This is an optimization exercise on Yosys and OpenROAD, whose aim is small area, not a production implementation. Where RTL was checked, it was by simulation tests only, not by an equivalence proof against the original. Function not checked in runs 1 to 3: the RTL went through the layout flow alone. Power and IR drop assume default switching activity.

==> flow/config.mk <==
export PLATFORM = sky130hd
export DESIGN_NAME = MSDFDotProductModule
export DESIGN_NICKNAME = MSDFDotProductModule
export VERILOG_FILES = /design/flow/design.v
export SDC_FILE = /design/flow/constraint.sdc
export NUM_CORES = 4
export LEC_CHECK = 0
export CAP_MARGIN = 20
export CORE_MARGIN = 2
export CORE_UTILIZATION = 40
export CTS_BUF_LIST = sky130_fd_sc_hd__clkbuf_4 sky130_fd_sc_hd__clkbuf_8
export CTS_CLUSTER_SIZE = 30
export SLEW_MARGIN = 20
==> flow/constraint.sdc <==
create_clock -name core_clock -period 8.0 [get_ports {clk}]
set_input_delay 1.6000 -clock core_clock [delete_from_list [all_inputs] [get_ports {clk}]]
set_output_delay 1.6000 -clock core_clock [all_outputs]
set_load 0.01 [all_outputs]
==> flow/design.v <==
module msdf_conv(
    input        start,
    input  [1:0] d,
    input  [3:0] j,        
    input  [8:0] hi,       
    input        lz,       
    output [8:0] hi_eff,   
    output [8:0] hi_nxt,   
    output       lz_nxt
);
  wire pos = (d == 2'b10);
  wire neg = (d == 2'b01);
  wire nz  = pos | neg;
  assign hi_eff = start ? 9'd0 : hi;
  wire lz_eff = start | lz;
  wire [9:0] z;            
  assign z[0] = lz_eff;
  genvar n;
  generate
    for (n = 0; n < 9; n = n + 1) begin : g
      assign z[n+1] = z[n] & ~hi_eff[n];
      wire eq = (j == 4'd8 - n);
      wire gt = (j >  4'd8 - n);
      assign hi_nxt[n] = (hi_eff[n] ^ (neg & gt & z[n])) | (nz & eq);
    end
  endgenerate
  assign lz_nxt = lz_eff & ~(nz & (j >= 4'd9) & (j <= 4'd11));
endmodule
module msdf_fa(input a, input b, input c, output s, output co);
  assign s = a ^ b ^ c;
  assign co = (a & b) | (a & c) | (b & c);
endmodule
module msdf_mul(
    input         start,
    input  [1:0]  x,       
    input  [1:0]  y,       
    input  [8:0]  av,      
    input  [8:0]  bv,      
    input  [13:1] s,       
    input  [10:1] c,       
    output [13:1] s_nxt,
    output [10:1] c_nxt,
    output [1:0]  p        
);
  wire xpos = (x == 2'b10), xneg = (x == 2'b01);
  wire ypos = (y == 2'b10), yneg = (y == 2'b01);
  wire [13:0] ia = start ? 14'd0 : {s, 1'b0};
  wire [13:0] id = start ? 14'd0 : {3'd0, c, 1'b0};
  wire ybneg = yneg & ~start;    
  wire [13:0] ib = ybneg ? ~{5'd0, av} : ypos ? {5'd0, av} : 14'd0;
  wire [13:0] ic = xneg ? ~{5'd0, bv} : xpos ? {5'd0, bv} : 14'd0;
  wire [13:0] s1, t1, o, t2;
  wire [13:0] t1s = {t1[12:0], yneg};
  genvar n;
  generate
    for (n = 0; n < 14; n = n + 1) begin : fa
      msdf_fa f1(.a(ia[n]), .b(ib[n]), .c(ic[n]), .s(s1[n]), .co(t1[n]));
      msdf_fa f2(.a(s1[n]), .b(id[n]), .c(t1s[n]), .s(o[n]), .co(t2[n]));
    end
  endgenerate
  wire [13:0] co = {t2[12:0], xneg};
  wire [3:0] e = o[13:10] + co[13:10];
  wire sp = ~e[3] & (e[2] | e[1]);
  wire sn =  e[3] & ~(e[2] & e[1]);
  assign p = {sp, sn};
  assign s_nxt = {e[2] ^ (sp | sn), e[1:0], o[9:0]};
  assign c_nxt = co[9:0];
endmodule
module MSDFDotProductModule(input clk, input reset,
    input [1:0] io_a_3,
    input [1:0] io_a_2,
    input [1:0] io_a_1,
    input [1:0] io_a_0,
    input [1:0] io_b_3,
    input [1:0] io_b_2,
    input [1:0] io_b_1,
    input [1:0] io_b_0,
    input  io_start,
    output[1:0] io_c
);
  reg  [3:0] cnt;
  wire [3:0] j = io_start ? 4'd0 : cnt;
  always @(posedge clk) cnt <= j + {3'd0, j != 4'd15};
  wire [1:0] xa [0:3];
  wire [1:0] yb [0:3];
  assign xa[0] = io_a_0; assign xa[1] = io_a_1; assign xa[2] = io_a_2; assign xa[3] = io_a_3;
  assign yb[0] = io_b_0; assign yb[1] = io_b_1; assign yb[2] = io_b_2; assign yb[3] = io_b_3;
  wire [1:0] m [0:3];
  genvar i;
  generate
    for (i = 0; i < 4; i = i + 1) begin : pr
      reg  [8:0]  qa, qb;
      reg         la, lb;
      reg  [13:1] rs;
      reg  [10:1] rc;
      wire [8:0]  qa_eff, qa_nxt, qb_eff, qb_nxt;
      wire        la_nxt, lb_nxt;
      wire [13:1] rs_nxt;
      wire [10:1] rc_nxt;
      msdf_conv ca(.start(io_start), .d(xa[i]), .j(j), .hi(qa), .lz(la),
                   .hi_eff(qa_eff), .hi_nxt(qa_nxt), .lz_nxt(la_nxt));
      msdf_conv cb(.start(io_start), .d(yb[i]), .j(j), .hi(qb), .lz(lb),
                   .hi_eff(qb_eff), .hi_nxt(qb_nxt), .lz_nxt(lb_nxt));
      msdf_mul mu(.start(io_start), .x(xa[i]), .y(yb[i]), .av(qa_eff), .bv(qb_nxt),
                  .s(rs), .c(rc), .s_nxt(rs_nxt), .c_nxt(rc_nxt), .p(m[i]));
      always @(posedge clk) begin
        qa <= qa_nxt; la <= la_nxt;
        qb <= qb_nxt; lb <= lb_nxt;
        rs <= rs_nxt; rc <= rc_nxt;
      end
    end
  endgenerate
  wire f4 = (j == 4'd4);    
  wire f6 = (j == 4'd6);    
  reg r51, r49, r32, r39, r37, r16, r17, r2, r234;
  wire fo0 = m[0][1] ^ ~m[0][0] ^ m[1][1];
  wire fc0 = (m[0][1] & ~m[0][0]) | (m[0][1] & m[1][1]) | (~m[0][0] & m[1][1]);
  wire g1 = r51 & ~r49, p1 = r51 | ~r49;
  wire fc1 = g1 | (p1 & fc0);
  wire fo1 = r51 ^ ~r49 ^ fc0;
  wire fo2 = m[2][1] ^ ~m[2][0] ^ m[3][1];
  wire fc2 = (m[2][1] & ~m[2][0]) | (m[2][1] & m[3][1]) | (~m[2][0] & m[3][1]);
  wire fo3 = r39 ^ ~r37 ^ fc2;
  wire fc3 = (r39 & ~r37) | (r39 & fc2) | (~r37 & fc2);
  wire z01 = f4 | fc1;      
  wire z23n = ~f4 & ~fc3;
  wire g4 = r32 & r16, p4 = r32 | r16;
  wire fo4 = r32 ^ z01 ^ r16;
  wire g5 = r17 & ~r2, p5 = r17 | ~r2;
  wire fc5 = g5 | (p5 & g4) | (p5 & p4 & f4) | (p5 & p4 & g1) | (p5 & p4 & p1 & fc0);
  wire fo5 = r17 ^ ~r2 ^ (g4 | (p4 & z01));
  always @(posedge clk) begin
    r51 <= fo0; r49 <= m[1][0];
    r39 <= fo2; r37 <= m[3][0];
    if (reset) begin
      r32 <= 1'b0; r16 <= 1'b0; r17 <= 1'b0; r2 <= 1'b0; r234 <= 1'b0;
    end else begin
      r32 <= fo1; r16 <= fo3; r17 <= fo4; r2 <= z23n; r234 <= fo5;
    end
  end
  assign io_c = {r234, ~f6 & ~fc5};
endmodule
==> flow/run.sh <==
#!/bin/bash
# synth_recipe.tcl (not shown) runs the flow's synth.tcl, then flattens the netlist and writes it again
# the make line also repeats each setting of config.mk as NAME=value (left out here)
make -C /OpenROAD-flow-scripts/flow DESIGN_CONFIG=/design/flow/config.mk WORK_HOME=/design/flow/orfs CLKGATE_MAP_FILE= SYNTH_SCRIPT=/design/flow/synth_recipe.tcl finish
==> PnR_summary.wiki, run 1 <==
{| class="wikitable"
! Metric !! Value
|-
| Count of buffers from port buffering || 20
|-
| Drt total wl || ~25000 um
|-
| CTS tree || yes
|-
| Worst EP required || 6400 ps
|-
| Sequential cell area || 3700 um^2
|-
| Rel. slew slack || 0.277
|-
| Fraction of registers with async set or reset after synthesis || 0
|-
| Capturing element type of the critical path || primary output
|-
| Prevailing post-synth register cell || sky130_fd_sc_hd__dfxtp_1
|-
| Clk_skew || around 17 ps
|-
| Net Switching || approximately 1000 uW
|-
| Global-route congestion overflow total || 0
|-
| Routed wire length per instance || 16.5 um
|-
| Clk buf depth || 2
|-
| Mapped Nets || around 1300
|-
| ANT nets after route || 0
|-
| Area used by multi-input combinational logic || 7150 um^2
|-
| Startpoint type of the worst setup path || input pin
|-
| Max-capacitance violation count || 0
|-
| X dimension of the die || ~170 um
|-
| R2R depth || 23
|-
| Post-synthesis instance total || 1131
|-
| Leakage power || 0.00503 uW
|-
| Row count || 61
|-
| Sinks on the clock net || 185
|-
| Clock share of power || 0.232
|-
| Proportion of total power due to net switching || 0.344
|-
| Boundary Pins || 21
|-
| Number of failing setup endpoints in the final timing report || 0
|-
| Relative contribution of combinational cells to total power || 0.348
|-
| Number of antenna violations at the first check in global routing || 0
|-
| EDFF count, synth || 0
|-
| Crit Path Max Fanout || 3
|-
| Run status || timing/DRC/antenna clean
|-
| Layout area overhead || 9.78%
|-
| Summed area of non-filler cells in the final layout || 12400 um^2
|-
| Final weighted congestion of routability-driven global placement || 0.799
|-
| Type of the tightest min-delay check || reg -> reg
|-
| Clock transition at the registers of the reported paths || 90 ps
|-
| Pins Over Slew Limit || 0
|-
| Total Die Area || 29600 um^2
|-
| Worst Max-Slew Pin Slew || roughly 1100 ps
|-
| Average cell area after synthesis || 9.99 um^2
|-
| Total power density per cell area || 235 nW/um^2
|-
| Cell Area, Synth || between 10000 and 15000 um^2
|-
| Via count || 7913
|-
| Number of global-route vias before repair || 7645
|-
| First-pass GRT wire length || ~41000 um
|-
| Unrepaired setup endpoints after global routing || no
|-
| # fillers || between 2000 and 3000
|-
| Number of H-tree branching levels || 4
|-
| Internal power of the cells || 1910 uW
|-
| Final #Nets || 1300
|-
| Clock latency on the worst-skew pair || 480 ps
|-
| Initial DRT Pass Iterations || 4
|-
| CTS Buf Count || 17
|-
| Initial Util || 0.407
|-
| Ratio of routed vias to standard cells || 5.18
|-
| Synth warn || 1
|-
| Die Y-Extent || 172 um
|-
| Data arrival at the endpoint of the critical path || about 6200 ps
|-
| Worst vdd rail ir drop || 106 uV
|-
| Fraction of layout instances using a drive strength above 1 || 0.123
|-
| Antenna diode count || 0
|-
| Hold WS || 481 ps
|-
| GR Util All Layers || 0.181
|-
| Detail Placement HPWL || 17800 um
|-
| Final critical delay including setup and external delays || approximately 7800 ps
|-
| WHS Path Cells || 1
|-
| Clock tree root driver cell || sky130_fd_sc_hd__clkbuf_8
|-
| Period utilization || 0.972
|-
| Std-Cell Core Area || roughly 28000 um^2
|-
| Final Core Density || 0.446
|-
| Largest net degree at the start of global routing || 74
|-
| Cell area after placement || 11900 um^2
|-
| Number of library cell types mapped by synthesis || 67
|-
| Final Hold Fails || 0
|-
| Hold buffer count at cts || 0
|-
| Sequential cell area fraction in the yosys report || 0.328
|-
| Count of routing violations after the opening detailed-route iteration || 632
|-
| Register bit total from synthesis || 185
|-
| Proportion of power drawn by flip-flops and latches || 0.420
|-
| DRC || 0
|-
| Critical path class || in -> out
|-
| Fmax || around 0.13 GHz
|}
[cell usage after synthesis, types with 5 or more instances]
cell type                  count  share of area
sky130_fd_sc_hd__buf_4         6         0.0040
sky130_fd_sc_hd__nand3b_1      5         0.0033
sky130_fd_sc_hd__buf_1         7         0.0023
sky130_fd_sc_hd__nand4_1       7         0.0039
sky130_fd_sc_hd__or4_1         9         0.0060
sky130_fd_sc_hd__inv_1        51          0.017
sky130_fd_sc_hd__nand2b_1      5         0.0028
sky130_fd_sc_hd__o21ai_0      25          0.011
sky130_fd_sc_hd__nor3_1       26          0.012
sky130_fd_sc_hd__o21a_1        6         0.0040
sky130_fd_sc_hd__xnor2_1      51          0.040
sky130_fd_sc_hd__nor2b_1     105          0.058
sky130_fd_sc_hd__a21o_1        9         0.0060
sky130_fd_sc_hd__or3_1         5         0.0028
sky130_fd_sc_hd__a21oi_1      33          0.015
sky130_fd_sc_hd__mux2_2       40          0.040
sky130_fd_sc_hd__nand3_1      13         0.0058
sky130_fd_sc_hd__fa_1         95           0.17
sky130_fd_sc_hd__buf_2        22         0.0097
sky130_fd_sc_hd__ha_1         50          0.055
sky130_fd_sc_hd__xor2_1       24          0.019
sky130_fd_sc_hd__o22a_1        9         0.0070
sky130_fd_sc_hd__nand2_1      55          0.018
sky130_fd_sc_hd__o22ai_1      45          0.025
sky130_fd_sc_hd__nor2_1       81          0.027
sky130_fd_sc_hd__dfxtp_1     185           0.33
sky130_fd_sc_hd__mux2i_1      32          0.028
sky130_fd_sc_hd__nor4_1       20          0.011
sky130_fd_sc_hd__nor4b_1       5         0.0039
sky130_fd_sc_hd__o211ai_1     13         0.0086
sky130_fd_sc_hd__and3_1        6         0.0033
sky130_fd_sc_hd__clkbuf_1     35          0.012
[power by group through the flow]
stage | combinational, uW | clock [uW] | sequential (uW)
floorplan | 764 | 0 | 1200
global placement | 990 | 0 | 1240
finish | 1010 | 676 | 1220
global route | 1160 | 724 | 1240
CTS | 1020 | 691 | 1220
detailed placement | 1010 | 0 | 1240
[registers in the layout (all words and copies together), names as in the netlist, 4 cells and up]
register / flops
pr.la: 4
pr.qb: 36
cnt: 4
pr.qa: 36
pr.rs: 52
pr.rc: 40
pr.lb: 4
[worst max-delay path, stage by stage]
cell and delay [ps]:
sky130_fd_sc_hd__clkdlybuf4s50_1 530, sky130_fd_sc_hd__ha_4 160, sky130_fd_sc_hd__nand4bb_1 120, sky130_fd_sc_hd__or3_4 360
sky130_fd_sc_hd__nor4_4 300, sky130_fd_sc_hd__xnor2_2 170, sky130_fd_sc_hd__mux2i_1 90, sky130_fd_sc_hd__a311o_1 350
sky130_fd_sc_hd__fa_2 400, sky130_fd_sc_hd__inv_2 70, sky130_fd_sc_hd__fa_1 160, sky130_fd_sc_hd__inv_1 50
sky130_fd_sc_hd__ha_1 220, sky130_fd_sc_hd__a21o_1 190, sky130_fd_sc_hd__a21oi_2 140, sky130_fd_sc_hd__xnor3_2 300
sky130_fd_sc_hd__o211ai_1 100, sky130_fd_sc_hd__o211ai_1 220, sky130_fd_sc_hd__a2111oi_2 420, sky130_fd_sc_hd__buf_2 190
[layer usage]
layer	part of all wire	wire length, um	global-route usage	vias to the layer above
li1	-	-	-	3873
met3	0.043	1070	0.0295	25
met4	0.014	357	0.0471	0
met1	0.46	11600	0.244	3866
met2	0.48	12200	0.301	149
met5	0	0	0	-
[per-stage QoR]
stage | TNS [ps] | setup WS, ps | std cells | power (uW)
finish | 0 | 228 | 1527 | 2910
global placement | -389 | -389 | 1494 | 2230
floorplan | 0 | 720 | 1131 | 1970
global route | 0 | 14.5 | 1527 | 3130
CTS | 0 | 20.6 | 1526 | 2930
detailed placement | -456 | -456 | 1494 | 2250
[final cells by class]
type / count / area share
multi-input cells: 825 / 0.577
inverters: 51 / 0.0154
flip-flops and latches: 185 / 0.299
well taps: 378 / 0.0381
clock buffers: 19 / 0.0206
repair buffers: 56 / 0.0376
clock inverters: 13 / 0.0129
[kinds of logic after synthesis]
group | share of synthesized area
simple gates | 0.173
flops | 0.328
compound gates | 0.0986
fa+ha+maj | 0.225
buf+inv | 0.0446
xor+xnor | 0.0621
mux | 0.0696
[final timing paths]
path / startpoint / to / slack (ps)
setup / recovery: io_b_1[0] / io_c[0] / 230
hold / removal: pr[3].qb[8] / pr[3].qb[8] / 480
setup reg to reg: cnt[2] / r234 / 2530
hold reg to reg: pr[3].qb[8] / pr[3].qb[8] / 480
[repair_timing]
item	CTS	global route
setup buffers	0	1
endpoints found under the setup margin	1	1
pin swaps	3	7
gates cloned	0	0
gates resized for setup	2	15
[placed cells by master (no fill, tap or decap), drive strengths merged, types with 13 or more instances in the layout]
cell type	n
dfxtp	185
nor2b	105
fa	95
nor2	81
inv	58
nand2	55
xnor2	51
ha	50
o22ai	46
mux2	41
buf	38
a21oi	34
mux2i	32
o21ai	29
nor3	28
xor2	24
nor4	21
clkbuf	19
clkdlybuf4s50	18
nand3	13
o211ai	13
==> inputs of run 2 (changes only) <==
--- a/flow/design.v
+++ b/flow/design.v
@@ -15,12 +15,12 @@
   wire lz_eff = start | lz;
   wire [9:0] z;            
-  assign z[0] = lz_eff;
+  assign z[0] = lz;
   genvar n;
   generate
     for (n = 0; n < 9; n = n + 1) begin : g
-      assign z[n+1] = z[n] & ~hi_eff[n];
+      assign z[n+1] = z[n] & ~hi[n];
       wire eq = (j == 4'd8 - n);
       wire gt = (j >  4'd8 - n);
-      assign hi_nxt[n] = (hi_eff[n] ^ (neg & gt & z[n])) | (nz & eq);
+      assign hi_nxt[n] = eq ? nz : (hi_eff[n] ^ (neg & gt & z[n]));
     end
   endgenerate
==> PnR_summary.wiki, run 2 <==
{| class="wikitable"
! Metric !! Value
|-
| Run status || timing/DRC/antenna clean
|-
| Fraction of registers with async set or reset after synthesis || 0 (unchanged)
|-
| Count leader, synth || sky130_fd_sc_hd__dfxtp_1
|-
| Highest-count cells in the layout ignoring fill and taps || sky130_fd_sc_hd__dfxtp_1, sky130_fd_sc_hd__nor2b_1, sky130_fd_sc_hd__fa_1, sky130_fd_sc_hd__nor2_1
|-
| Boundary Pins || 21 (unchanged)
|-
| Number of global-route vias before repair || 7774 (+1.7%)
|-
| Largest registers || pr.rs (52), pr.rc (40)
|-
| Relative contribution of combinational cells to total power || 0.360 (+0.012)
|-
| Number of failing setup endpoints in the final timing report || 0 (unchanged)
|-
| End of the worst register-to-register path || r234
|-
| Via count || 7519 (-5.0%)
|-
| Final weighted congestion of routability-driven global placement || 0.816 (+2.2%)
|-
| Final Core Density || 0.458 (+0.0113)
|-
| Fraction of layout instances using a drive strength above 1 || 0.125 (+0.00206)
|-
| Largest net degree at the start of global routing || 61 (-18%)
|-
| Startpoint type of the worst setup path || input pin
|-
| Total power density per cell area || 240 nW/um^2 (+2.3%)
|-
| Top cells by instance count after synthesis || sky130_fd_sc_hd__dfxtp_1, sky130_fd_sc_hd__nor2b_1, sky130_fd_sc_hd__fa_1
|-
| Die Y-Extent || 171 um (-0.83%)
|-
| Internal power of the cells || 1980 uW (+3.7%)
|-
| Synth warn || 1 (unchanged)
|-
| X dimension of the die || 171 um (-0.83%)
|-
| Drt total wl || 24900 um (-1.1%)
|-
| Routed wire length per instance || 16.7 um (+1.1%)
|-
| Final cell count without fillers || 1494 (-2.2%)
|-
| Pins Over Slew Limit || 0 (unchanged)
|-
| Largest reg by FF count || pr.rs
|-
| DP Cell Count || 1461 (-2.2%)
|-
| Clock tree root driver cell || sky130_fd_sc_hd__clkbuf_8
|-
| First-pass GRT wire length || 41200 um (+0.12%)
|-
| Critical path class || in -> out
|-
| Data arrival at the endpoint of the critical path || 6230 ps (+60 ps)
|-
| Row count || 60 (-1.6%)
|-
| Initial Util || 0.410 (+0.00320)
|-
| Average cell area after synthesis || 10.2 um^2 (+2.4%)
|-
| ANT nets after route || 0 (unchanged)
|-
| Antenna diode count || 0 (unchanged)
|-
| R2R depth || 22 (-4.3%)
|-
| EDFF count, synth || 0 (unchanged)
|-
| Std-Cell Core Area || 27100 um^2 (-2.4%)
|-
| Most area-consuming cells after synthesis || sky130_fd_sc_hd__dfxtp_1, sky130_fd_sc_hd__fa_1, sky130_fd_sc_hd__nor2b_1, sky130_fd_sc_hd__mux2i_1, sky130_fd_sc_hd__ha_1
|-
| Layout area overhead || 11.7%
|-
| Post-synthesis instance total || 1086 (-4.0%)
|-
| Launch point of the critical path || io_b_0[0]
|-
| GR Util All Layers || 0.184 (+0.00299)
|-
| Proportion of total power due to net switching || 0.334 (-0.00942)
|-
| Slack of the worst reg-to-reg path || 2610 ps (+80 ps)
|-
| DRC || 0 (unchanged)
|-
| Clock transition at the registers of the reported paths || 90 ps (about the same)
|-
| Cell Area, Synth || 11100 um^2 (-1.7%)
|-
| Max-capacitance violation count || 0 (unchanged)
|-
| Prevailing post-synth register cell || sky130_fd_sc_hd__dfxtp_1
|-
| Worst EP required || 6400 ps (about the same)
|-
| Mapped Nets || 1250 (-3.5%)
|-
| Register bit total from synthesis || 185 (unchanged)
|-
| Ratio of routed vias to standard cells || 5.03 (-2.9%)
|-
| Global-route congestion overflow total || 0 (unchanged)
|-
| Final critical delay including setup and external delays || 7830 ps (+62.6 ps)
|-
| Net Switching || 994 uW (-0.53%)
|-
| Count of routing violations after the opening detailed-route iteration || 352 (-44%)
|-
| Crit Path Max Fanout || 4 (+1)
|-
| Synth top area share || 0.333 (+0.00561)
|-
| Worst vdd rail ir drop || 183 uV (+72%)
|-
| Number of antenna violations at the first check in global routing || 0 (unchanged)
|-
| Clock share of power || 0.227 (-0.005)
|-
| Sinks on the clock net || 185 (unchanged)
|-
| Worst Max-Slew Pin Slew || 1080 ps (-0.0927 ps)
|-
| Initial DRT Pass Iterations || 5 (+1)
|-
| Period utilization || 0.979 (+0.00782)
|-
| Final Hold Fails || 0 (unchanged)
|-
| Worst R2R Start || pr[1].qb[1]
|-
| Cell type contributing the most total cell area after synthesis || sky130_fd_sc_hd__dfxtp_1
|-
| Detail Placement HPWL || 17900 um (+0.33%)
|-
| Sequential cell area fraction in the yosys report || 0.333 (+0.00561)
|-
| Leakage power || 0.00516 uW (+2.6%)
|-
| Clk buf depth || 2 (unchanged)
|-
| CTS tree || yes
|-
| CTS Buf Count || 17 (unchanged)
|-
| Number of flip-flops under the largest register name || 52 (unchanged)
|-
| Hold WS || 502 ps (+21.5 ps)
|-
| Most common cell after layout, fill and taps aside || sky130_fd_sc_hd__dfxtp_1
|-
| Hold buffer count at cts || 0 (unchanged)
|-
| Setup WS pre-CTS || -592 ps (-137 ps)
|-
| Proportion of power drawn by flip-flops and latches || 0.413 (-0.007)
|-
| Clk_skew || 20.0 ps (+3.37 ps)
|-
| Fmax || 0.128 GHz (-0.80%)
|-
| Setup slack of the critical path after layout || 165 ps (-62.6 ps)
|-
| Number of library cell types mapped by synthesis || 56 (-16%)
|-
| Capturing element type of the critical path || primary output
|-
| Clock latency on the worst-skew pair || 490 ps (about the same)
|-
| Total Die Area || 29100 um^2 (-1.6%)
|-
| Critical path destination || io_c[0]
|-
| Type of the tightest min-delay check || reg -> reg
|-
| Number of H-tree branching levels || 4 (unchanged)
|-
| Count of buffers from port buffering || 20 (unchanged)
|-
| Rel. slew slack || 0.276 (-0.00128)
|-
| Final #Nets || 1275 (-1.9%)
|}
run 2: changes by cell type after synthesis, moves of 8 or more:
cell | before | now
sky130_fd_sc_hd__mux2i_1 | 32 | 64
sky130_fd_sc_hd__o22ai_1 | 45 | 23
sky130_fd_sc_hd__nor2b_1 | 105 | 123
sky130_fd_sc_hd__a21oi_1 | 33 | 17
sky130_fd_sc_hd__buf_2 | 22 | 8
sky130_fd_sc_hd__nor3_1 | 26 | 13
sky130_fd_sc_hd__nand2_1 | 55 | 64
sky130_fd_sc_hd__nor4_1 | 20 | 12
sky130_fd_sc_hd__o211ai_1 | 13 | 5
sky130_fd_sc_hd__or4_1 | 9 | 1
sky130_fd_sc_hd__xnor2_1 | 51 | 59
run 2: worst max-delay path: stages:
cell and delay [ps]:
sky130_fd_sc_hd__clkdlybuf4s50_1 480, sky130_fd_sc_hd__ha_2 180, sky130_fd_sc_hd__nand4bb_1 170, sky130_fd_sc_hd__or3_4 450
sky130_fd_sc_hd__nor3_4 120, sky130_fd_sc_hd__xor2_1 90, sky130_fd_sc_hd__mux2i_1 200, sky130_fd_sc_hd__mux2_2 380
sky130_fd_sc_hd__fa_1 410, sky130_fd_sc_hd__inv_1 90, sky130_fd_sc_hd__fa_1 170, sky130_fd_sc_hd__inv_1 40
sky130_fd_sc_hd__ha_2 180, sky130_fd_sc_hd__a21o_1 150, sky130_fd_sc_hd__a21oi_1 140, sky130_fd_sc_hd__xnor3_2 300
sky130_fd_sc_hd__a21o_1 100, sky130_fd_sc_hd__o211ai_1 170, sky130_fd_sc_hd__a2111oi_2 420, sky130_fd_sc_hd__buf_4 180
sky130_fd_sc_hd__clkdlybuf4s15_2 220
run 2: worst min-delay path by stage:
stage                  start       end  slack, ps  cells after the start
finish              pr[2].lb  pr[2].lb        500                      1
global route        pr[2].lb  pr[2].lb        520                      1
global placement    pr[2].lb  pr[2].lb        480                      1
CTS                 pr[2].lb  pr[2].lb        510                      1
detailed placement  pr[2].lb  pr[2].lb        480                      1
floorplan           pr[0].lb  pr[0].lb        470                      1
run 2: layer usage:
layer	up-vias	GRT usage	part of all wire
met1	3700	0.243	0.46
li1	3651	-	-
met3	34	0.0400	0.045
met5	-	0	0
met4	0	0.0587	0.020
met2	134	0.299	0.48
run 2: final cells by class:
type	count	area, um^2
multi-input cells	790	7090
clock inverters	12	164
clock buffers	18	241
flip-flops and latches	185	3700
well taps	372	465
repair buffers	62	532
inverters	55	206
fillers	2547	14700
run 2: through the flow:
step           power, uW  setup TNS [ps]  area (um^2)
6_report            2980               0        12400
5_1_grt             3210           -1.47        12400
4_1_cts             2990               0        12300
3_5_place_dp        2270            -592        11900
3_3_place_gp        2260            -456        11900
2_1_floorplan       1970               0        11100
run 2: repair_timing:
| action | 4_1_cts | 5_1_grt |
|---|---|---|
| pin swaps | 4 | 12 |
| buffers inserted | 2 | 1 |
| resized for setup | 10 | 21 |
| endpoints found under the setup margin | 1 | 1 |
run 2: cell families (layout without fill, tap and decap cells):
group,Yosys count,in the layout,synth area share
and+or+nand+nor,357,357,0.175
DFF,185,185,0.333
adders and majority gates,148,148,0.230
buffers and inverters,111,147,0.0388
muxes,100,100,0.0942
AOI/OAI and AO/OA,98,98,0.0576
xor gates and xnor gates,87,87,0.0711
run 2: power by group through the flow:
stage / Sequential [uW] / Clock, uW / Combinational [uW]
3_5_place_dp: 1240 / 0 / 1020
6_report: 1230 / 675 / 1070
4_1_cts: 1230 / 694 / 1070
5_1_grt: 1260 / 730 / 1230
3_3_place_gp: 1240 / 0 / 1010
2_1_floorplan: 1210 / 0 / 760
==> inputs of run 3 (changes only) <==
--- a/flow/config.mk
+++ b/flow/config.mk
@@ -11,3 +11,4 @@
 export CTS_BUF_LIST = sky130_fd_sc_hd__clkbuf_4 sky130_fd_sc_hd__clkbuf_8
 export CTS_CLUSTER_SIZE = 30
+export GPL_TIMING_DRIVEN = 0
 export SLEW_MARGIN = 20
==> PnR_summary.wiki, run 3 <==
{| class="wikitable"
! Metric !! Value
|-
| Leakage power || 0.00509 uW (-1.3%)
|-
| Proportion of power drawn by flip-flops and latches || 0.416 (+0.003)
|-
| Average cell area after synthesis || 10.2 um^2 (unchanged)
|-
| Register bit total from synthesis || 185 (unchanged)
|-
| Boundary Pins || 21 (unchanged)
|-
| Final critical delay including setup and external delays || 7760 ps (-75.8 ps)
|-
| End of the worst register-to-register path || r234
|-
| Sequential cell area fraction in the yosys report || 0.333 (unchanged)
|-
| Sinks on the clock net || 185 (unchanged)
|-
| Clock share of power || 0.224 (-0.003)
|-
| Type of the tightest min-delay check || reg -> reg
|-
| Hold Startpoint || pr[2].lb
|-
| Cell type contributing the most total cell area after synthesis || sky130_fd_sc_hd__dfxtp_1
|-
| R2R depth || 22 (unchanged)
|-
| Count of routing violations after the opening detailed-route iteration || 381 (+8.2%)
|-
| Initial DRT Pass Iterations || 5 (unchanged)
|-
| First-pass GRT wire length || 43700 um (+6.0%)
|-
| Row count || 60 (unchanged)
|-
| EDFF count, synth || 0 (unchanged)
|-
| Proportion of total power due to net switching || 0.353 (+0.0188)
|-
| Final #Nets || 1292 (+1.3%)
|-
| Fmax || 0.129 GHz (+0.98%)
|-
| Worst Max-Slew Pin Slew || 991 ps (-91.3 ps)
|-
| Clk buf depth || 2 (unchanged)
|-
| Antenna diode count || 0 (unchanged)
|-
| Largest reg by FF count || pr.rs
|-
| Count leader, synth || sky130_fd_sc_hd__dfxtp_1
|-
| Die Y-Extent || 171 um (unchanged)
|-
| Mapped Nets || 1250 (unchanged)
|-
| Pins Over Slew Limit || 0 (unchanged)
|-
| Clk_skew || 19.7 ps (-0.323 ps)
|-
| Setup slack of the critical path after layout || 241 ps (+75.9 ps)
|-
| Cell area after placement || 11800 um^2 (-0.69%)
|-
| Global-route congestion overflow total || 0 (unchanged)
|-
| Top cells by instance count after synthesis || sky130_fd_sc_hd__dfxtp_1, sky130_fd_sc_hd__nor2b_1, sky130_fd_sc_hd__fa_1
|-
| CTS Buf Count || 17 (unchanged)
|-
| Summed area of non-filler cells in the final layout || 12400 um^2 (-0.39%)
|-
| Capturing element type of the critical path || primary output
|-
| Number of failing setup endpoints in the final timing report || 0 (unchanged)
|-
| Net Switching || 1030 uW (+4.0%)
|-
| Max-capacitance violation count || 0 (unchanged)
|-
| Final weighted congestion of routability-driven global placement || 0.867 (+6.1%)
|-
| Setup_tns || 0 ps (unchanged)
|-
| Number of H-tree branching levels || 4 (unchanged)
|-
| Count of buffers from port buffering || 19 (-5.0%)
|-
| Internal power of the cells || 1900 uW (-4.4%)
|-
| Number of flip-flops under the largest register name || 52 (unchanged)
|-
| Number of library cell types mapped by synthesis || 56 (unchanged)
|-
| # fillers || 2575 (+1.1%)
|-
| Fraction of registers with async set or reset after synthesis || 0 (unchanged)
|-
| Post-synthesis instance total || 1086 (unchanged)
|-
| Routed wire length per instance || 17.9 um (+7.5%)
|-
| Startpoint type of the worst setup path || input pin
|-
| Most area-consuming cells after synthesis || sky130_fd_sc_hd__dfxtp_1, sky130_fd_sc_hd__fa_1, sky130_fd_sc_hd__nor2b_1, sky130_fd_sc_hd__mux2i_1, sky130_fd_sc_hd__ha_1
|-
| Initial Util || 0.410 (unchanged)
|-
| Via count || 7612 (+1.2%)
|-
| Rel. slew slack || 0.335 (+0.0591)
|-
| Synth top area share || 0.333 (unchanged)
|-
| Cell Area, Synth || 11100 um^2 (unchanged)
|-
| ANT nets after route || 0 (unchanged)
|-
| Synth warn || 1 (unchanged)
|-
| Fraction of layout instances using a drive strength above 1 || 0.104 (-0.0205)
|-
| Highest-count cells in the layout ignoring fill and taps || sky130_fd_sc_hd__dfxtp_1, sky130_fd_sc_hd__nor2b_1, sky130_fd_sc_hd__fa_1, sky130_fd_sc_hd__nor2_1
|-
| Sink of the worst hold path || pr[2].lb
|-
| GR Util All Layers || 0.200 (+0.0159)
|-
| Worst EP required || 6400 ps (about the same)
|-
| Clock transition at the registers of the reported paths || 100 ps (about the same)
|-
| Worst R2R Start || cnt[3]
|-
| WHS Path Cells || 1 (unchanged)
|-
| Period utilization || 0.970 (-0.00948)
|-
| Crit Path Max Fanout || 10 (+6)
|-
| Clock tree root driver cell || sky130_fd_sc_hd__clkbuf_8
|-
| Worst vdd rail ir drop || 188 uV (+2.7%)
|-
| CTS tree || yes
|-
| Hold buffer count at cts || 0 (unchanged)
|-
| Number of global-route vias before repair || 7876 (+1.3%)
|-
| Relative contribution of combinational cells to total power || 0.360 (about the same)
|-
| X dimension of the die || 171 um (unchanged)
|-
| Ratio of routed vias to standard cells || 5.03 (about the same)
|-
| Hold WS || 523 ps (+21.2 ps)
|-
| Std-Cell Core Area || 27100 um^2 (unchanged)
|-
| Layout area overhead || 11.2%
|-
| Total Die Area || 29100 um^2 (unchanged)
|-
| Total power density per cell area || 237 nW/um^2 (-1.2%)
|-
| Drt total wl || 27100 um (+8.9%)
|-
| Largest net degree at the start of global routing || 19 (-69%)
|-
| Detail Placement HPWL || 19800 um (+11%)
|-
| Slack of the worst reg-to-reg path || 2280 ps (-330 ps)
|-
| DRC || 0 (unchanged)
|-
| Run status || timing/DRC/antenna clean
|-
| Clock latency on the worst-skew pair || 480 ps (about the same)
|-
| Data arrival at the endpoint of the critical path || 6160 ps (-70 ps)
|-
| Number of antenna violations at the first check in global routing || 0 (unchanged)
|-
| Most common cell after layout, fill and taps aside || sky130_fd_sc_hd__dfxtp_1
|-
| Critical path class || in -> out
|-
| Setup WS pre-CTS || -1240 ps (-643 ps)
|-
| Prevailing post-synth register cell || sky130_fd_sc_hd__dfxtp_1
|-
| Final Hold Fails || 0 (unchanged)
|-
| Largest registers || pr.rs (52), pr.rc (40)
|}
==> run 3: cell counts after synthesis <==
Identical to the previous run, type by type.
==> run 3: how the worst max path moves through the flow <==
stage	slack (ps)	depth (start not counted)	end	start
2_1_floorplan	420	18	io_c[0]	io_b_1[1]
3_3_place_gp	-1250	18	io_c[0]	io_start
3_5_place_dp	-1240	21	io_c[0]	io_b_1[1]
4_1_cts	2	20	io_c[0]	io_b_1[1]
5_1_grt	-10	20	io_c[0]	io_b_1[1]
6_report	240	19	io_c[0]	io_start
==> run 3: metal layers <==
layer  vias to the layer above  part of all wire  GRT usage
met5                         -                 0          0
met4                         0             0.025     0.0721
met3                        33             0.043     0.0257
met2                       155              0.46      0.309
met1                      3738              0.48      0.286
li1                       3686                 -          -
==> run 3: cells by family after synthesis <==
logic type / synth area share
simple gates: 0.175
flops: 0.333
fa+ha+maj: 0.230
buf+inv: 0.0388
mux: 0.0942
compound gates: 0.0576
xor+xnor: 0.0711
==> run 3: cell type report <==
cell class,instances,area (um^2),share of cell area
Tap cell,372,465,0.0377
Clock buffer,18,248,0.0201
Inverter,55,206,0.0167
Multi-Input combinational cell,790,7130,0.577
Sequential cell,185,3700,0.300
Timing Repair Buffer,23,220,0.0178
Clock inverter,14,151,0.0123
Buffer,56,234,0.0189
==> run 3: what timing repair did <==
action                                 CTS  global route
pin swaps                                5            11
endpoints found under the hold margin    0             0
gates resized for setup                 28            14
setup endpoints to repair                1             1
setup buffers                            2             1
==> run 3: power groups by stage <==
stage / Sequential [uW] / Clock (uW) / Combinational [uW]
after floorplan: 1210 / 0 / 760
after global placement: 1240 / 0 / 991
after detailed placement: 1240 / 0 / 1010
after CTS: 1220 / 671 / 1050
after global routing: 1240 / 709 / 1200
final: 1220 / 657 / 1050
==> run 3: critical path, stage by stage <==
cell	delay, ps
sky130_fd_sc_hd__buf_2	220
sky130_fd_sc_hd__clkbuf_1	460
sky130_fd_sc_hd__clkbuf_2	420
sky130_fd_sc_hd__buf_1	440
sky130_fd_sc_hd__buf_2	390
sky130_fd_sc_hd__nor2_1	120
sky130_fd_sc_hd__fa_1	390
sky130_fd_sc_hd__inv_1	80
sky130_fd_sc_hd__fa_1	170
sky130_fd_sc_hd__inv_1	40
sky130_fd_sc_hd__ha_1	210
sky130_fd_sc_hd__inv_1	80
sky130_fd_sc_hd__fa_2	260
sky130_fd_sc_hd__xor2_4	210
sky130_fd_sc_hd__nor2_1	80
sky130_fd_sc_hd__o211ai_1	90
sky130_fd_sc_hd__o211ai_1	210
sky130_fd_sc_hd__a2111oi_2	450
sky130_fd_sc_hd__buf_2	200
==> run 3: per-stage QoR <==
stage	total power (uW)	util	std cells
final	2930	0.456	1513
after global routing	3160	0.456	1513
after CTS	2940	0.453	1512
after detailed placement	2240	0.435	1478
after global placement	2230	0.434	1477
after floorplan	1970	-	1086
==> inputs of run 4 (changes only) <==
--- a/flow/design.v
+++ b/flow/design.v
@@ -1,9 +1,11 @@
 module msdf_conv(
+    input  [1:0] d,
+    input  [8:0] eq,       
+    input  [8:0] keep,     
+    input  [8:0] gt,       
+    input        lo,       
     input        start,
-    input  [1:0] d,
-    input  [3:0] j,        
     input  [8:0] hi,       
     input        lz,       
-    output [8:0] hi_eff,   
     output [8:0] hi_nxt,   
     output       lz_nxt
@@ -12,7 +14,5 @@
   wire neg = (d == 2'b01);
   wire nz  = pos | neg;
-  assign hi_eff = start ? 9'd0 : hi;
-  wire lz_eff = start | lz;
-  wire [9:0] z;            
+  wire [9:0] z;
   assign z[0] = lz;
   genvar n;
@@ -20,10 +20,8 @@
     for (n = 0; n < 9; n = n + 1) begin : g
       assign z[n+1] = z[n] & ~hi[n];
-      wire eq = (j == 4'd8 - n);
-      wire gt = (j >  4'd8 - n);
-      assign hi_nxt[n] = eq ? nz : (hi_eff[n] ^ (neg & gt & z[n]));
+      assign hi_nxt[n] = (eq[n] & nz) | (keep[n] & (hi[n] ^ (neg & gt[n] & z[n])));
     end
   endgenerate
-  assign lz_nxt = lz_eff & ~(nz & (j >= 4'd9) & (j <= 4'd11));
+  assign lz_nxt = (start | lz) & ~(nz & lo);
 endmodule
 module msdf_fa(input a, input b, input c, output s, output co);
@@ -37,7 +35,7 @@
     input  [8:0]  av,      
     input  [8:0]  bv,      
-    input  [13:1] s,       
+    input  [12:1] s,       
     input  [10:1] c,       
-    output [13:1] s_nxt,
+    output [12:1] s_nxt,
     output [10:1] c_nxt,
     output [1:0]  p        
@@ -45,12 +43,18 @@
   wire xpos = (x == 2'b10), xneg = (x == 2'b01);
   wire ypos = (y == 2'b10), yneg = (y == 2'b01);
-  wire [13:0] ia = start ? 14'd0 : {s, 1'b0};
+  wire ybpos = ypos & ~start, ybneg = yneg & ~start;
+  wire [13:0] ia = start ? 14'd0 : {s[12], s, 1'b0};
   wire [13:0] id = start ? 14'd0 : {3'd0, c, 1'b0};
-  wire ybneg = yneg & ~start;    
-  wire [13:0] ib = ybneg ? ~{5'd0, av} : ypos ? {5'd0, av} : 14'd0;
+  wire [13:0] ib;
+  genvar n;
+  generate
+    for (n = 0; n < 9; n = n + 1) begin : bsel
+      assign ib[n] = av[n] ? ybpos : ybneg;
+    end
+  endgenerate
+  assign ib[13:9] = {5{ybneg}};
   wire [13:0] ic = xneg ? ~{5'd0, bv} : xpos ? {5'd0, bv} : 14'd0;
   wire [13:0] s1, t1, o, t2;
   wire [13:0] t1s = {t1[12:0], yneg};
-  genvar n;
   generate
     for (n = 0; n < 14; n = n + 1) begin : fa
@@ -64,5 +68,5 @@
   wire sn =  e[3] & ~(e[2] & e[1]);
   assign p = {sp, sn};
-  assign s_nxt = {e[2] ^ (sp | sn), e[1:0], o[9:0]};
+  assign s_nxt = {e[1:0], o[9:0]};
   assign c_nxt = co[9:0];
 endmodule
@@ -82,4 +86,14 @@
   wire [3:0] j = io_start ? 4'd0 : cnt;
   always @(posedge clk) cnt <= j + {3'd0, j != 4'd15};
+  wire [8:0] eq, gt, keep;
+  genvar n;
+  generate
+    for (n = 0; n < 9; n = n + 1) begin : dec
+      assign eq[n]   = (j == 4'd8 - n);
+      assign gt[n]   = (j >  4'd8 - n);
+      assign keep[n] = ~eq[n] & ~io_start;
+    end
+  endgenerate
+  wire lo = (j >= 4'd9);
   wire [1:0] xa [0:3];
   wire [1:0] yb [0:3];
@@ -92,15 +106,15 @@
       reg  [8:0]  qa, qb;
       reg         la, lb;
-      reg  [13:1] rs;
+      reg  [12:1] rs;
       reg  [10:1] rc;
-      wire [8:0]  qa_eff, qa_nxt, qb_eff, qb_nxt;
+      wire [8:0]  qa_nxt, qb_nxt;
       wire        la_nxt, lb_nxt;
-      wire [13:1] rs_nxt;
+      wire [12:1] rs_nxt;
       wire [10:1] rc_nxt;
-      msdf_conv ca(.start(io_start), .d(xa[i]), .j(j), .hi(qa), .lz(la),
-                   .hi_eff(qa_eff), .hi_nxt(qa_nxt), .lz_nxt(la_nxt));
-      msdf_conv cb(.start(io_start), .d(yb[i]), .j(j), .hi(qb), .lz(lb),
-                   .hi_eff(qb_eff), .hi_nxt(qb_nxt), .lz_nxt(lb_nxt));
-      msdf_mul mu(.start(io_start), .x(xa[i]), .y(yb[i]), .av(qa_eff), .bv(qb_nxt),
+      msdf_conv ca(.d(xa[i]), .eq(eq), .keep(keep), .gt(gt), .lo(lo), .start(io_start),
+                   .hi(qa), .lz(la), .hi_nxt(qa_nxt), .lz_nxt(la_nxt));
+      msdf_conv cb(.d(yb[i]), .eq(eq), .keep(keep), .gt(gt), .lo(lo), .start(io_start),
+                   .hi(qb), .lz(lb), .hi_nxt(qb_nxt), .lz_nxt(lb_nxt));
+      msdf_mul mu(.start(io_start), .x(xa[i]), .y(yb[i]), .av(qa), .bv(qb_nxt),
                   .s(rs), .c(rc), .s_nxt(rs_nxt), .c_nxt(rc_nxt), .p(m[i]));
       always @(posedge clk) begin
--- a/flow/config.mk
+++ b/flow/config.mk
@@ -11,4 +11,3 @@
 export CTS_BUF_LIST = sky130_fd_sc_hd__clkbuf_4 sky130_fd_sc_hd__clkbuf_8
 export CTS_CLUSTER_SIZE = 30
-export GPL_TIMING_DRIVEN = 0
 export SLEW_MARGIN = 20
==> PnR_summary.wiki, run 4 <==
{| class="wikitable"
! Metric !! Value
|-
| Run status || timing/DRC/antenna clean
|-
| Top cells by instance count after synthesis || sky130_fd_sc_hd__dfxtp_1, sky130_fd_sc_hd__nor2b_1, sky130_fd_sc_hd__fa_1
|-
| Unrepaired setup endpoints after global routing || no
|-
| Fraction of registers with async set or reset after synthesis || 0 (unchanged)
|-
| Sinks on the clock net || 181 (-2.2%)
|-
| Cell area after placement || 11500 um^2 (-2.5%)
|-
| Most area-consuming cells after synthesis || sky130_fd_sc_hd__dfxtp_1, sky130_fd_sc_hd__fa_1, sky130_fd_sc_hd__ha_1, sky130_fd_sc_hd__nor2b_1, sky130_fd_sc_hd__xnor2_1
|-
| Clock transition at the registers of the reported paths || 100 ps (about the same)
|-
| Number of H-tree branching levels || 4 (unchanged)
|-
| Boundary Pins || 21 (unchanged)
|-
| Cell type contributing the most total cell area after synthesis || sky130_fd_sc_hd__dfxtp_1
|-
| Worst EP required || 6400 ps (about the same)
|-
| Fmax || 0.131 GHz (+1.9%)
|-
| Critical path destination || io_c[0]
|-
| Hold buffer count at cts || 0 (unchanged)
|-
| Number of library cell types mapped by synthesis || 74 (+32%)
|-
| Average cell area after synthesis || 10.1 um^2 (-1.2%)
|-
| X dimension of the die || 169 um (-0.68%)
|-
| Largest net degree at the start of global routing || 86 (+67)
|-
| Fraction of layout instances using a drive strength above 1 || 0.0911 (-0.0132)
|-
| Type of the tightest min-delay check || reg -> reg
|-
| First-pass GRT wire length || 41900 um (-4.1%)
|-
| Final critical delay including setup and external delays || 7610 ps (-145 ps)
|-
| Worst R2R Start || cnt[1]
|-
| Proportion of power drawn by flip-flops and latches || 0.424 (+0.008)
|-
| End of the worst register-to-register path || r234
|-
| Max-capacitance violation count || 0 (unchanged)
|-
| Final Hold Fails || 0 (unchanged)
|-
| Slack of the worst reg-to-reg path || 2470 ps (+190 ps)
|-
| Sequential cell area fraction in the yosys report || 0.331 (-0.00263)
|-
| CTS Buf Count || 17 (unchanged)
|-
| Area used by multi-input combinational logic || 6890 um^2 (-3.2%)
|-
| Startpoint type of the worst setup path || input pin
|-
| Largest registers || pr.rs (48), pr.rc (40)
|-
| Ratio of routed vias to standard cells || 5.38 (+7.0%)
|-
| Crit Path Max Fanout || 4 (-6)
|-
| Mapped Nets || 1248 (-0.16%)
|-
| Pins Over Slew Limit || 0 (unchanged)
|-
| Count of buffers from port buffering || 20 (+1)
|-
| Period utilization || 0.952 (-0.0181)
|-
| Number of flip-flops under the largest register name || 48 (-7.7%)
|-
| Clock latency on the worst-skew pair || 480 ps (about the same)
|-
| Final weighted congestion of routability-driven global placement || 0.849 (-2.0%)
|-
| Die Y-Extent || 169 um (-0.68%)
|-
| Routed wire length per instance || 17.8 um (-0.48%)
|-
| Number of global-route vias before repair || 7792 (-1.1%)
|-
| Data arrival at the endpoint of the critical path || 6010 ps (-150 ps)
|-
| GR Util All Layers || 0.187 (-0.0123)
|-
| Net Switching || 996 uW (-3.6%)
|-
| Row count || 60 (unchanged)
|-
| Initial DRT Pass Iterations || 5 (unchanged)
|-
| Launch point of the critical path || io_b_0[1]
|-
| Via count || 7747 (+1.8%)
|-
| CTS tree || yes
|-
| Proportion of total power due to net switching || 0.356 (+0.00265)
|-
| Std-Cell Core Area || 27000 um^2 (-0.55%)
|-
| Capturing element type of the critical path || primary output
|-
| Number of antenna violations at the first check in global routing || 0 (unchanged)
|-
| Rel. slew slack || 0.305 (-0.0297)
|-
| Most common cell after layout, fill and taps aside || sky130_fd_sc_hd__dfxtp_1
|-
| Number of failing setup endpoints in the final timing report || 0 (unchanged)
|-
| Global-route congestion overflow total || 0 (unchanged)
|-
| Overall power of the completed layout || 2800 uW (-4.3%)
|-
| R2R depth || 22 (unchanged)
|-
| Initial Util || 0.406 (-0.00343)
|-
| Summed area of non-filler cells in the final layout || 11900 um^2 (-3.7%)
|-
| Leakage power || 0.00480 uW (-5.7%)
|-
| Sequential cell area || 3620 um^2 (-2.2%)
|-
| Critical path class || in -> out
|-
| DRC || 0 (unchanged)
|-
| Worst vdd rail ir drop || 111 uV (-41%)
|-
| Total power density per cell area || 235 nW/um^2 (-0.67%)
|-
| # fillers || 2528 (-1.8%)
|-
| Layout area overhead || 8.64%
|-
| Detail Placement HPWL || 18500 um (-6.7%)
|-
| Count leader, synth || sky130_fd_sc_hd__dfxtp_1
|-
| Synth top area share || 0.331 (-0.00263)
|-
| Post-synthesis instance total || 1084 (-0.18%)
|-
| Clock share of power || 0.224 (about the same)
|-
| Hold WS || 489 ps (-34.7 ps)
|-
| Relative contribution of combinational cells to total power || 0.352 (-0.008)
|-
| Final Core Density || 0.442 (-0.0144)
|-
| Highest-count cells in the layout ignoring fill and taps || sky130_fd_sc_hd__dfxtp_1, sky130_fd_sc_hd__nor2b_1, sky130_fd_sc_hd__fa_1, sky130_fd_sc_hd__nor2_1, sky130_fd_sc_hd__xnor2_1
|-
| Total Die Area || 28700 um^2 (-1.4%)
|-
| WHS Path Cells || 1 (unchanged)
|-
| Clk_skew || 15.6 ps (-4.05 ps)
|-
| Register bit total from synthesis || 181 (-2.2%)
|-
| Clk buf depth || 2 (unchanged)
|-
| ANT nets after route || 0 (unchanged)
|-
| EDFF count, synth || 0 (unchanged)
|-
| Setup_tns || 0 ps (unchanged)
|-
| Final #Nets || 1249 (-3.3%)
|-
| Count of routing violations after the opening detailed-route iteration || 436 (+14%)
|-
| Largest reg by FF count || pr.rs
|-
| Clock tree root driver cell || sky130_fd_sc_hd__clkbuf_8
|-
| Drt total wl || 25600 um (-5.3%)
|-
| Worst Max-Slew Pin Slew || 1040 ps (+48.4 ps)
|-
| Prevailing post-synth register cell || sky130_fd_sc_hd__dfxtp_1
|-
| Internal power of the cells || 1810 uW (-4.7%)
|-
| Cell Area, Synth || 11000 um^2 (-1.4%)
|-
| Synth warn || 1 (unchanged)
|-
| Antenna diode count || 0 (unchanged)
|}
==> run 4: cell types whose count changed after synthesis, sizes merged, moves of 7 or more <==
cell	delta
or4	+8
nand2	-19
nor4	+7
o22ai	+15
xor2	-9
a211oi	+10
nor2b	-26
or3	+10
mux2	-13
nor3	+13
mux2i	-12
==> run 4: cell families (layout without fill, tap and decap cells) <==
group                      count (synthesis)  after routing  synth area share
muxes                                     75             75            0.0712
xor gates and xnor gates                  77             77            0.0616
DFF                                      181            181             0.331
adders and majority gates                145            145             0.231
buffers and inverters                    115            129            0.0409
and+or+nand+nor                          348            348             0.172
AOI/OAI and AO/OA                        143            143            0.0923
==> run 4: power by group through the flow <==
| stage | logic (uW) | clock network (uW) | registers, uW |
|---|---|---|---|
| 2_1_floorplan | 746 | 0 | 1170 |
| 3_3_place_gp | 979 | 0 | 1200 |
| 3_5_place_dp | 991 | 0 | 1200 |
| 4_1_cts | 1000 | 643 | 1190 |
| 5_1_grt | 1130 | 678 | 1210 |
| 6_report | 987 | 628 | 1190 |
==> run 4: what timing repair did <==
action,CTS,global route
setup buffers,0,2
endpoints found under the hold margin,0,0
gates resized for setup,0,3
endpoints found under the setup margin,0,1
==> run 4: worst min-delay path by stage <==
| stage | start | end | slack (ps) |
|---|---|---|---|
| finish | pr[3].la | pr[3].la | 490 |
| global route | pr[3].la | pr[3].la | 520 |
| CTS | pr[3].la | pr[3].la | 490 |
| detailed placement | pr[3].la | pr[3].la | 470 |
| global placement | pr[3].la | pr[3].la | 460 |
| floorplan | pr[3].la | pr[3].la | 450 |
==> run 4: per-layer routing <==
metal	wire, um	global-route usage	vias up
met5	0	0	-
met4	338	0.0450	0
met3	1190	0.0324	21
met2	11800	0.294	175
met1	12400	0.269	3833
li1	-	-	3718
==> run 4: final cells by class <==
cell class	count	share of cell area
Timing Repair Buffer	42	0.0305
Tap cell	341	0.0359
Sequential cell	181	0.305
Multi-Input combinational cell	788	0.579
Clock inverter	12	0.00925
Inverter	55	0.0174
Clock buffer	20	0.0231
==> run 4: worst max-delay path, stage by stage <==
cell                              delay, ps
sky130_fd_sc_hd__clkdlybuf4s50_1        430
sky130_fd_sc_hd__inv_1                   70
sky130_fd_sc_hd__ha_1                   190
sky130_fd_sc_hd__or4bb_4                520
sky130_fd_sc_hd__nor4_4                 240
sky130_fd_sc_hd__xnor2_1                100
sky130_fd_sc_hd__mux2i_1                200
sky130_fd_sc_hd__mux2_2                 380
sky130_fd_sc_hd__fa_1                   360
sky130_fd_sc_hd__inv_1                   70
sky130_fd_sc_hd__fa_1                   160
sky130_fd_sc_hd__inv_1                   40
sky130_fd_sc_hd__ha_1                   200
sky130_fd_sc_hd__inv_1                   70
sky130_fd_sc_hd__fa_1                   460
sky130_fd_sc_hd__and2_1                 180
sky130_fd_sc_hd__o2bb2ai_1              170
sky130_fd_sc_hd__a31oi_1                 90
sky130_fd_sc_hd__clkdlybuf4s50_1        490
==> run 4: stage by stage <==
stage | setup WS [ps] | cells
floorplan | 1240 | 1084
global placement | 319 | 1405
detailed placement | 310 | 1405
CTS | 270 | 1437
global route | 25.2 | 1439
finish | 386 | 1439
==> inputs of run 5 (changes only) <==
--- a/flow/config.mk
+++ b/flow/config.mk
@@ -11,3 +11,4 @@
 export CTS_BUF_LIST = sky130_fd_sc_hd__clkbuf_4 sky130_fd_sc_hd__clkbuf_8
 export CTS_CLUSTER_SIZE = 30
+export GPL_TIMING_DRIVEN = 0
 export SLEW_MARGIN = 20
==> PnR_summary.wiki, run 5 <==
{| class="wikitable"
! Metric !! Value
|-
| Run status || timing/DRC/antenna clean
|-
| Worst R2R Start || cnt[0]
|-
| Clk_skew || 19.0 ps (+3.35 ps)
|-
| Slack of the worst reg-to-reg path || 2630 ps (+160 ps)
|-
| Largest net degree at the start of global routing || 17 (-80%)
|-
| Ratio of routed vias to standard cells || 5.40 (+0.36%)
|-
| End of the worst register-to-register path || r234
|-
| Most common cell after layout, fill and taps aside || sky130_fd_sc_hd__dfxtp_1
|-
| Average cell area after synthesis || 10.1 um^2 (unchanged)
|-
| Startpoint type of the worst setup path || input pin
|-
| Cell area after placement || 11600 um^2 (+1.0%)
|-
| Sequential cell area fraction in the yosys report || 0.331 (unchanged)
|-
| Layout area overhead || 10.5%
|-
| GR Util All Layers || 0.209 (+0.0217)
|-
| Unrepaired setup endpoints after global routing || no
|-
| Highest-count cells in the layout ignoring fill and taps || sky130_fd_sc_hd__dfxtp_1, sky130_fd_sc_hd__nor2b_1, sky130_fd_sc_hd__fa_1, sky130_fd_sc_hd__nor2_1, sky130_fd_sc_hd__xnor2_1
|-
| Cell type contributing the most total cell area after synthesis || sky130_fd_sc_hd__dfxtp_1
|-
| Capturing element type of the critical path || primary output
|-
| Count of routing violations after the opening detailed-route iteration || 728 (+67%)
|-
| Most area-consuming cells after synthesis || sky130_fd_sc_hd__dfxtp_1, sky130_fd_sc_hd__fa_1, sky130_fd_sc_hd__ha_1, sky130_fd_sc_hd__nor2b_1, sky130_fd_sc_hd__xnor2_1
|-
| Die Y-Extent || 169 um (unchanged)
|-
| Ordered cell list for the critical path || clkdlybuf4s50_1 > ha_1 > or4bb_4 > nor4_4 > xnor2_1 > mux2i_1 > mux2_2 > fa_1 > inv_1 > fa_1 > inv_1 > ha_1 > inv_1 > fa_1 > xor2_1 > and2_1 > o2bb2ai_1 > a31oi_1 > clkdlybuf4s50_1
|-
| Dominant combinational cell family by area after synthesis || adder cells
|-
| Clock transition at the registers of the reported paths || 90 ps (about the same)
|-
| # fillers || 2551 (+0.91%)
|-
| Sinks on the clock net || 181 (unchanged)
|-
| Worst Max-Slew Pin Slew || 927 ps (-112 ps)
|-
| Std-Cell Core Area || 27000 um^2 (unchanged)
|-
| Buffers & Inverters on Critical Path || 5 (-1)
|-
| Initial Util || 0.406 (unchanged)
|-
| Max-capacitance violation count || 0 (unchanged)
|-
| Hold buffer count at cts || 0 (unchanged)
|-
| Fraction of layout instances using a drive strength above 1 || 0.0949 (+0.00383)
|-
| Clock latency on the worst-skew pair || 480 ps (about the same)
|-
| Clk buf depth || 2 (unchanged)
|-
| Setup slack of the critical path after layout || 230 ps (-156 ps)
|-
| Cell family with most CP delay || adder cells
|-
| CTS Buf Count || 17 (unchanged)
|-
| Total power density per cell area || 235 nW/um^2 (-0.11%)
|-
| Number of failing setup endpoints in the final timing report || 0 (unchanged)
|-
| Number of antenna violations at the first check in global routing || 0 (unchanged)
|-
| Total Die Area || 28700 um^2 (unchanged)
|-
| Leakage power || 0.00487 uW (+1.4%)
|-
| Final Hold Fails || 0 (unchanged)
|-
| Global-route congestion overflow total || 0 (unchanged)
|-
| Final cell count without fillers || 1479 (+2.8%)
|-
| Area used by multi-input combinational logic || 6950 um^2 (+0.87%)
|-
| Count leader, synth || sky130_fd_sc_hd__dfxtp_1
|-
| Routed wire length per instance || 19.2 um (+7.6%)
|-
| Count of buffers from port buffering || 20 (unchanged)
|-
| Summed area of non-filler cells in the final layout || 12100 um^2 (+1.7%)
|-
| Final critical delay including setup and external delays || 7770 ps (+156 ps)
|-
| ANT nets after route || 0 (unchanged)
|-
| WHS Path Cells || 1 (unchanged)
|-
| Number of flip-flops under the largest register name || 48 (unchanged)
|-
| Drt total wl || 28300 um (+11%)
|-
| Worst EP required || 6400 ps (about the same)
|-
| Register bit total from synthesis || 181 (unchanged)
|-
| Critical path class || in -> out
|-
| Mapped Nets || 1248 (unchanged)
|-
| Overall power of the completed layout || 2850 uW (+1.6%)
|-
| EDFF count, synth || 0 (unchanged)
|-
| Simple-gate share of the synthesized area || 0.172 (unchanged)
|-
| DP Cell Count || 1445 (+2.8%)
|-
| Share of synthesized cell area in full adder, half adder and majority cells || 0.231 (unchanged)
|-
| Detail Placement HPWL || 20600 um (+12%)
|-
| Cell with the largest stage delay on the worst path || sky130_fd_sc_hd__or4bb_4
|-
| Post-synthesis mux area share || 0.0712 (unchanged)
|-
| Rel. slew slack || 0.380 (+0.0743)
|-
| Synth warn || 1 (unchanged)
|-
| Cell Area, Synth || 11000 um^2 (unchanged)
|-
| R2R depth || 20 (-9.1%)
|-
| Type of the tightest min-delay check || reg -> reg
|-
| Top cells by instance count after synthesis || sky130_fd_sc_hd__dfxtp_1, sky130_fd_sc_hd__nor2b_1, sky130_fd_sc_hd__fa_1
|-
| Initial DRT Pass Iterations || 5 (unchanged)
|-
| Boundary Pins || 21 (unchanged)
|-
| Sink of the worst hold path || pr[3].la
|-
| Share of the synthesized area in compound gates (AO/OA/AOI/OAI) || 0.0923 (unchanged)
|-
| Number of H-tree branching levels || 4 (unchanged)
|-
| X dimension of the die || 169 um (unchanged)
|-
| Clock tree root driver cell || sky130_fd_sc_hd__clkbuf_8
|-
| Pins Over Slew Limit || 0 (unchanged)
|-
| Fmax || 0.129 GHz (-2.0%)
|-
| Final weighted congestion of routability-driven global placement || 0.908 (+6.9%)
|-
| Largest reg by FF count || pr.rs
|-
| Number of library cell types mapped by synthesis || 74 (unchanged)
|-
| Row count || 60 (unchanged)
|-
| Period utilization || 0.971 (+0.0195)
|-
| Worst vdd rail ir drop || 112 uV (+1.1%)
|-
| Critical Path Max Stage Delay || 560 ps (+40 ps)
|-
| Xor and xnor fraction of the mapped netlist area || 0.0616 (unchanged)
|-
| Largest registers || pr.rs (48), pr.rc (40)
|-
| Final #Nets || 1290 (+3.3%)
|-
| DRC || 0 (unchanged)
|-
| Number of global-route vias before repair || 8078 (+3.7%)
|-
| Sequential cell area || 3620 um^2 (unchanged)
|-
| Fraction of registers with async set or reset after synthesis || 0 (unchanged)
|-
| CTS tree || yes
|-
| Crit Path Max Fanout || 7 (+3)
|-
| Setup WS pre-CTS || -934 ps (-1240 ps)
|-
| Prevailing post-synth register cell || sky130_fd_sc_hd__dfxtp_1
|-
| Data arrival at the endpoint of the critical path || 6170 ps (+160 ps)
|-
| First-pass GRT wire length || 45800 um (+9.2%)
|-
| Via count || 7991 (+3.1%)
|-
| Hold Startpoint || pr[3].la
|-
| Post-synthesis instance total || 1084 (unchanged)
|-
| Antenna diode count || 0 (unchanged)
|-
| Synth top area share || 0.331 (unchanged)
|}
run 5: layout make-up:
class,count,share of cell area
Clock buffer,19,0.0206
Timing Repair Buffer,24,0.0192
Tap cell,341,0.0353
Inverter,55,0.0174
Buffer,59,0.0215
Sequential cell,181,0.299
Clock inverter,12,0.0121
Multi-Input combinational cell,788,0.575
run 5: what timing repair did:
action,4_1_cts,5_1_grt
endpoints found under the hold margin,0,0
setup endpoints to repair,1,1
gates resized for setup,15,12
buffers inserted,0,4
run 5: how the worst max path moves through the flow:
stage	slack, ps	endpoint	cells after the start	start
floorplan	1240	io_c[0]	13	io_start
global route	3	io_c[0]	19	io_b_0[0]
finish	230	io_c[0]	19	io_b_0[0]
CTS	20	io_c[0]	15	io_start
global placement	-970	io_c[0]	15	io_start
detailed placement	-930	io_c[0]	16	io_start
run 5: per-stage QoR:
stage	hold WS (ps)	TNS, ps	utilization
6_report	497	0	0.449
5_1_grt	521	0	0.449
4_1_cts	487	0	0.446
3_5_place_dp	465	-1000	0.431
3_3_place_gp	458	-1100	0.430
2_1_floorplan	448	0	-
run 5: worst register-to-register path, cell delays in order (launching register included):
cell and delay [ps]:
sky130_fd_sc_hd__dfxtp_1 320, sky130_fd_sc_hd__buf_2 170, sky130_fd_sc_hd__buf_2 300, sky130_fd_sc_hd__nor2_1 140, sky130_fd_sc_hd__nor2_2 610, sky130_fd_sc_hd__mux2i_1 330, sky130_fd_sc_hd__mux2i_1 280, sky130_fd_sc_hd__fa_1 210
sky130_fd_sc_hd__inv_1 50, sky130_fd_sc_hd__fa_1 400, sky130_fd_sc_hd__inv_1 60, sky130_fd_sc_hd__ha_1 200, sky130_fd_sc_hd__fa_1 450, sky130_fd_sc_hd__or2_2 320, sky130_fd_sc_hd__o2bb2ai_1 140, sky130_fd_sc_hd__and2_1 160
sky130_fd_sc_hd__fa_1 360, sky130_fd_sc_hd__nand2b_1 160, sky130_fd_sc_hd__fa_1 400, sky130_fd_sc_hd__xnor2_1 150, sky130_fd_sc_hd__nor2_1 50
run 5: cells by family after synthesis:
group                    count (synthesis)
buffers and inverters                  115
AND/OR/NAND/NOR                        348
adder cells (fa/ha/maj)                145
multiplexers                            75
flip-flops                             181
AO/OA/AOI/OAI                          143
XOR/XNOR                                77
run 5: layer usage:
layer,vias to the layer above,track usage,share of wire
li1,3804,-,-
met1,3901,0.296,0.46
met2,238,0.324,0.45
met3,48,0.0375,0.061
met4,0,0.0665,0.028
met5,-,0,0
run 5: power by group:
group          internal (uW)  switching, uW  leakage (uW)
combinational            463            561       0.00318
clock                    290            356      0.000198
sequential              1090           82.1       0.00149
total                   1850            999       0.00487

[port drivers added, routing unchanged]
The flow's constraints put no driver on any port. The routed layouts listed below were extracted and timed again, unchanged, in two steps.
Step 1 assumes that a clkbuf_16 drives the clock port and a buf_2 every other input.
Step 2 adds t to the input delays and takes it off the output delays; t is the mean of the earliest and latest rising clock arrival at the registers after step 1. Input paths then give back, and output paths get back, about the clock's delay inside the block.
a / b / c = ideal ports / drivers / drivers and shift; a / b = the first two.
| run | shift t [ns] | setup slack, ns | worst setup path after step 2 | slew at the worst register clock pin (ns) |
|---|---|---|---|---|
| run 1 | 0.520 | 0.228 / 0.199 / 0.199 | input to output | 0.11 / 0.11 |
| run 2 | 0.518 | 0.165 / 0.136 / 0.136 | input to output | 0.11 / 0.11 |
| run 3 | 0.522 | 0.241 / 0.221 / 0.221 | input to output | 0.12 / 0.12 |
| run 4 | 0.515 | 0.386 / 0.362 / 0.362 | input to output | 0.11 / 0.11 |
| run 5 | 0.512 | 0.230 / 0.203 / 0.203 | input to output | 0.10 / 0.10 |
After both steps setup and hold are still met in every run listed.
